From an optimization exercise on the open Yosys and OpenROAD flow, aimed at small area; shortcuts taken in it are not production practice. RTL that was checked went through simulation tests only; none was proved equivalent to the original. No activity file was given, so power comes from the tool's default toggle rates.

==> pepper: inputs <==
==> flow/design.v <==
module dataGenerator(
    input  wire        clk,
    input  wire [3:0]  psel,      
    input  wire        restart,
    input  wire        advance,
    output reg  [63:0] v
);
wire p0 = psel[0];
wire p1 = psel[1];
wire p2 = psel[2];
wire p3 = psel[3];
wire a0 = advance & p0;
wire a1 = advance & p1;
wire a2 = advance & p2;
wire a3 = advance & p3;
wire [3:0] blk_ones;
genvar i, b;
generate
    for (b = 0; b < 4; b = b + 1) begin : ones
        assign blk_ones[b] = &v[16*b+15:16*b];
    end
endgenerate
wire [4:0] cb;                                  
assign cb[0] = a1 | (a2 & v[63]);
assign cb[1] = cb[0] & blk_ones[0];
assign cb[2] = (cb[1] & blk_ones[1]) | (a2 & v[31]) | (a3 & (&v[31:28]));
assign cb[3] = (cb[2] & blk_ones[2]) | (a2 & v[47]);
assign cb[4] = cb[3] & blk_ones[3];
wire [64:0] c;                                  
wire [63:0] ci = c[63:0] | ({{36{a2}}, 15'd0, {13{a2}}} & v);  
generate
    for (i = 0; i <= 64; i = i + 1) begin : chain
        if (i % 16 == 0)
            assign c[i] = cb[i/16];
        else if (i % 8 == 0)
            assign c[i] = ci[i-1] & v[i-1] & ~p0;
        else if (i % 8 == 3)
            assign c[i] = (ci[i-1] & v[i-1]) | a0;
        else if (i == 4)
            assign c[i] = (ci[i-1] & v[i-1]) | a3;
        else if (i == 28)
            assign c[i] = (ci[i-1] & v[i-1]) | (a2 & v[27]) | a3;
        else
            assign c[i] = ci[i-1] & v[i-1];
    end
endgenerate
wire [63:0] t = v ^ ci;
wire       ch_max   = c[12];           
wire       ts_max   = c[64];           
wire       marker   = ~|v[3:0];        
wire [3:0] id       = v[3:0];
wire [3:0] id_next  = ch_max ? ((id == 4'hE) ? 4'h1 : id + 4'h1) : id;
reg [63:0] n;
always @* begin
    n = t;
    if (a2 | a3)
        n[27:13] = v[26:12];
    if (a3) begin
        n[3:0]   = id_next;
        n[4]     = t[4] | ch_max;
        n[12]    = (v[23] ^ v[17] ^ v[15]) | marker;
        n[28]    = t[28] | ts_max;
    end
end
reg [63:0] k;
always @* begin
    k = 64'd0;
    if (advance) begin
        if (p0) k = 64'h0706050403020100;
        if (p2) k = 64'h0000000000000001;
        if (p3) k = {36'h000000001, 16'h0123, 8'h01, 4'h1};
    end else begin
        if (p0) k = 64'hFFFEFDFCFBFAF9F8;
        if (p1) k = 64'hFFFFFFFFFFFFFFFF;
        if (p2) k = 64'h8000000000000000;
        if (p3) k = {36'hFFFFFFFFF, 16'h8091, 8'hFF, 4'h0};
    end
end
always @(posedge clk)
    v <= (restart & (|psel)) ? k : n;
endmodule
module checkData(
    input  wire        clk,
    input  wire [63:0] data_to_check,
    input  wire [3:0]  psel,
    input  wire        reset_err_counter,
    input  wire        reset_pattern,
    input  wire        check_for_errors,
    input  wire        enable_pattern,
    output wire [31:0] error_count
);
wire [63:0] correct_data;
wire [63:0] diff = data_to_check ^ correct_data;
wire mismatch = (|diff[27:0]) | (~psel[3] & (|diff[63:28]));
wire inc = check_for_errors & mismatch;
skip_counter #(.W(32)) errors (
    .clk(clk),
    .inc(inc),
    .clr(reset_err_counter),
    .q(error_count)
);
dataGenerator dataGenCheck(
    .clk(clk),
    .psel(psel),
    .restart(reset_pattern),
    .advance(enable_pattern),
    .v(correct_data)
);
endmodule
module ok_stream_tester(
	input  wire        clk,
	input  wire        rst,
	input  wire        start_timer,
	input  wire        stop_timer,
	input  wire        reset_pattern,
	input  wire [31:0] pattern,
	input  wire        src_almost_full,
	output wire [63:0] src_data,
	output reg         src_valid,
	input  wire        snk_empty,
	output wire        snk_rd_en,
	input  wire        snk_valid,
	input  wire [63:0] snk_data,
	output wire [63:0] clk_counts,
	output reg         timer_on,
	output wire [31:0] error_count
);
wire [63:0] generated_data;
wire        enable_gener = timer_on & ~src_almost_full;
wire        count        = start_timer | timer_on;
wire        known = ~|pattern[31:2];
wire [3:0]  psel  = {4{known}} & {pattern[1:0] == 2'd3, pattern[1:0] == 2'd2,
                                  pattern[1:0] == 2'd1, pattern[1:0] == 2'd0};
assign src_data  = {generated_data[31:0], generated_data[63:32]};
assign snk_rd_en = ~snk_empty;
skip_counter #(.W(64)) timer (
	.clk(clk),
	.inc(count),
	.clr(rst),
	.q(clk_counts)
);
always @(posedge clk) begin
	timer_on  <= ~stop_timer & (start_timer | (timer_on & ~rst));
	src_valid <= enable_gener;
end
dataGenerator generateData (
	.clk(clk),
	.psel(psel),
	.restart(reset_pattern),
	.advance(enable_gener),
	.v(generated_data)
);
checkData checkDataFromPipeIn (
	.clk(clk),
	.data_to_check({snk_data[31:0], snk_data[63:32]}),
	.psel(psel),
	.reset_err_counter(rst),
	.reset_pattern(reset_pattern),
	.check_for_errors(snk_valid),
	.enable_pattern(snk_rd_en),
	.error_count(error_count)
);
endmodule
module skip_counter #(
	parameter W = 64,
	parameter B = 16
) (
	input  wire         clk,
	input  wire         inc,
	input  wire         clr,
	output reg  [W-1:0] q
);
wire [W/B:0] cb;
wire [W:0]   c;
assign cb[0] = inc;
genvar i, b;
generate
	for (b = 0; b < W/B; b = b + 1) begin : blk
		assign cb[b+1] = cb[b] & (&q[B*b+B-1:B*b]);
		assign c[B*b] = cb[b];
		for (i = B*b + 1; i < B*b + B; i = i + 1) begin : bt
			assign c[i] = c[i-1] & q[i-1];
		end
	end
endgenerate
wire keep = inc | ~clr;
always @(posedge clk)
	q <= (q ^ c[W-1:0]) & {W{keep}};
endmodule
==> flow/flow/run.sh <==
#!/bin/bash
# Standard ORFS layout with smaller port buffers and a leaner clock tree.
set -euo pipefail
export BUFFER_PORTS_ARGS="-buffer_cell sky130_fd_sc_hd__buf_1"
export CTS_ARGS="-sink_clustering_enable -repair_clock_nets -dont_use_dummy_load -buf_list sky130_fd_sc_hd__clkbuf_8 -sink_clustering_size 24 -sink_clustering_max_diameter 60"
bash standard.sh > standard.log 2>&1
==> flow/standard.sh <==
#!/bin/bash
# synth_recipe.tcl (not shown) runs the flow's synth.tcl, then flattens the netlist and writes it again
# the make line also repeats each setting of config.mk as NAME=value (left out here)
make -C /OpenROAD-flow-scripts/flow DESIGN_CONFIG=/design/flow/config.mk WORK_HOME=/design/flow/orfs CLKGATE_MAP_FILE= SYNTH_SCRIPT=/design/flow/synth_recipe.tcl "${@:-finish}"
==> flow/config.mk <==
export PLATFORM = sky130hd
export DESIGN_NAME = ok_stream_tester
export DESIGN_NICKNAME = ok_stream_tester
export VERILOG_FILES = /design/flow/design.v
export SDC_FILE = /design/flow/constraint.sdc
export NUM_CORES = 4
export LEC_CHECK = 0
export ABC_AREA = 0
export CAP_MARGIN = 20
export CORE_MARGIN = 2
export CORE_UTILIZATION = 40
export SLEW_MARGIN = 20
==> flow/constraint.sdc <==
create_clock -name core_clock -period 10.0 [get_ports {clk}]
set_input_delay 2.0000 -clock core_clock [delete_from_list [all_inputs] [get_ports {clk}]]
set_output_delay 2.0000 -clock core_clock [all_outputs]
set_load 0.01 [all_outputs]
==> garnet (differences from pepper) <==
--- a/flow/design.v
+++ b/flow/design.v
@@ -23,10 +23,10 @@
 wire [4:0] cb;                                  
 assign cb[0] = a1 | (a2 & v[63]);
-assign cb[1] = cb[0] & blk_ones[0];
+assign cb[1] = (cb[0] & blk_ones[0]) | (a2 & v[15]);
 assign cb[2] = (cb[1] & blk_ones[1]) | (a2 & v[31]) | (a3 & (&v[31:28]));
 assign cb[3] = (cb[2] & blk_ones[2]) | (a2 & v[47]);
 assign cb[4] = cb[3] & blk_ones[3];
 wire [64:0] c;                                  
-wire [63:0] ci = c[63:0] | ({{36{a2}}, 15'd0, {13{a2}}} & v);  
+wire [63:0] ci = c[63:0] | ({64{a2}} & v);     
 generate
     for (i = 0; i <= 64; i = i + 1) begin : chain
@@ -37,8 +37,6 @@
         else if (i % 8 == 3)
             assign c[i] = (ci[i-1] & v[i-1]) | a0;
-        else if (i == 4)
+        else if (i == 4 || i == 28)
             assign c[i] = (ci[i-1] & v[i-1]) | a3;
-        else if (i == 28)
-            assign c[i] = (ci[i-1] & v[i-1]) | (a2 & v[27]) | a3;
         else
             assign c[i] = ci[i-1] & v[i-1];
@@ -54,10 +52,9 @@
 always @* begin
     n = t;
-    if (a2 | a3)
-        n[27:13] = v[26:12];
-    if (a3) begin
+    if (advance & p3) begin
         n[3:0]   = id_next;
         n[4]     = t[4] | ch_max;
         n[12]    = (v[23] ^ v[17] ^ v[15]) | marker;
+        n[27:13] = v[26:12];
         n[28]    = t[28] | ts_max;
     end
==> flow/flow/run.sh (replaced) <==
#!/bin/bash
# Standard ORFS layout with smaller port buffers and a leaner clock tree.
set -euo pipefail
export BUFFER_PORTS_ARGS="-buffer_cell sky130_fd_sc_hd__buf_1"
export CTS_ARGS="-sink_clustering_enable -repair_clock_nets -dont_use_dummy_load"
bash standard.sh > standard.log 2>&1
ABC_AREA = not set   (was 0)
CORE_UTILIZATION = 70   (was 40)
==> willow (differences from pepper) <==
==> flow/flow/run.sh (replaced) <==
#!/bin/bash
# Standard ORFS layout with smaller port buffers and a leaner clock tree.
set -euo pipefail
export BUFFER_PORTS_ARGS="-buffer_cell sky130_fd_sc_hd__buf_1"
export CTS_ARGS="-sink_clustering_enable -repair_clock_nets -dont_use_dummy_load -buf_list sky130_fd_sc_hd__clkbuf_16 -sink_clustering_size 30 -sink_clustering_max_diameter 150"
bash standard.sh > standard.log 2>&1
ABC_AREA = 1   (was 0)
CAP_MARGIN = 0   (was 20)
SLEW_MARGIN = 0   (was 20)
==> comparison <==
Sequential share of layout area, lowest first: pepper, garnet, willow. Non-clock buffer count: pepper is higher than garnet (5). In willow the sequential power is smaller than in pepper, by about 3.2%. pepper completed with no timing, DRC or antenna violations. willow passed the timing, design-rule and antenna checks. garnet completed with no timing, DRC or antenna violations. Between garnet and willow, the lower utilization is in willow (gap 35 points). Between garnet and pepper, the lower critical path depth is in garnet (gap 7). Cell count, highest first: willow, pepper, garnet. Die area: willow is larger than garnet (about 70%). The lowest clock skew belongs to garnet, the highest to pepper. The lowest worst hold slack belongs to pepper, the highest to garnet.
Function not checked in garnet: the RTL went through the layout flow alone.

-- static timing again, ports no longer ideal --
No port has a modelled driver above. Below, the same layouts with a new extraction and two added sets of constraints. Step 1, drivers: a clkbuf_16 drives clk and a buf_2 each remaining input, both assumed. Step 2 moves the port delays by t, midway between the first and last clock arrival at a register: inputs arrive t later, outputs are due t later. That takes back most of the time a late clock gives input paths. Slacks: ideal / step 1 / step 2; pairs: ideal / step 1.
run | shift t [ns] | setup WS [ns] | worst hold slack (ns) | worst register clock-pin slew, ns
pepper | 0.606 | 1.947 / 1.968 / 1.362 | 0.532 / 0.532 / 0.532 | 0.10 / 0.10
garnet | 0.548 | 1.688 / 1.650 / 1.101 | 0.542 / 0.542 / 0.542 | 0.06 / 0.06
willow | 0.510 | 1.511 / 1.503 / 0.993 | 0.539 / 0.539 / 0.539 | 0.12 / 0.12
After both steps every run listed still meets setup and hold. The setup slack of garnet, which loses most, moves by -0.038 ns with the drivers and by -0.587 ns with both steps.
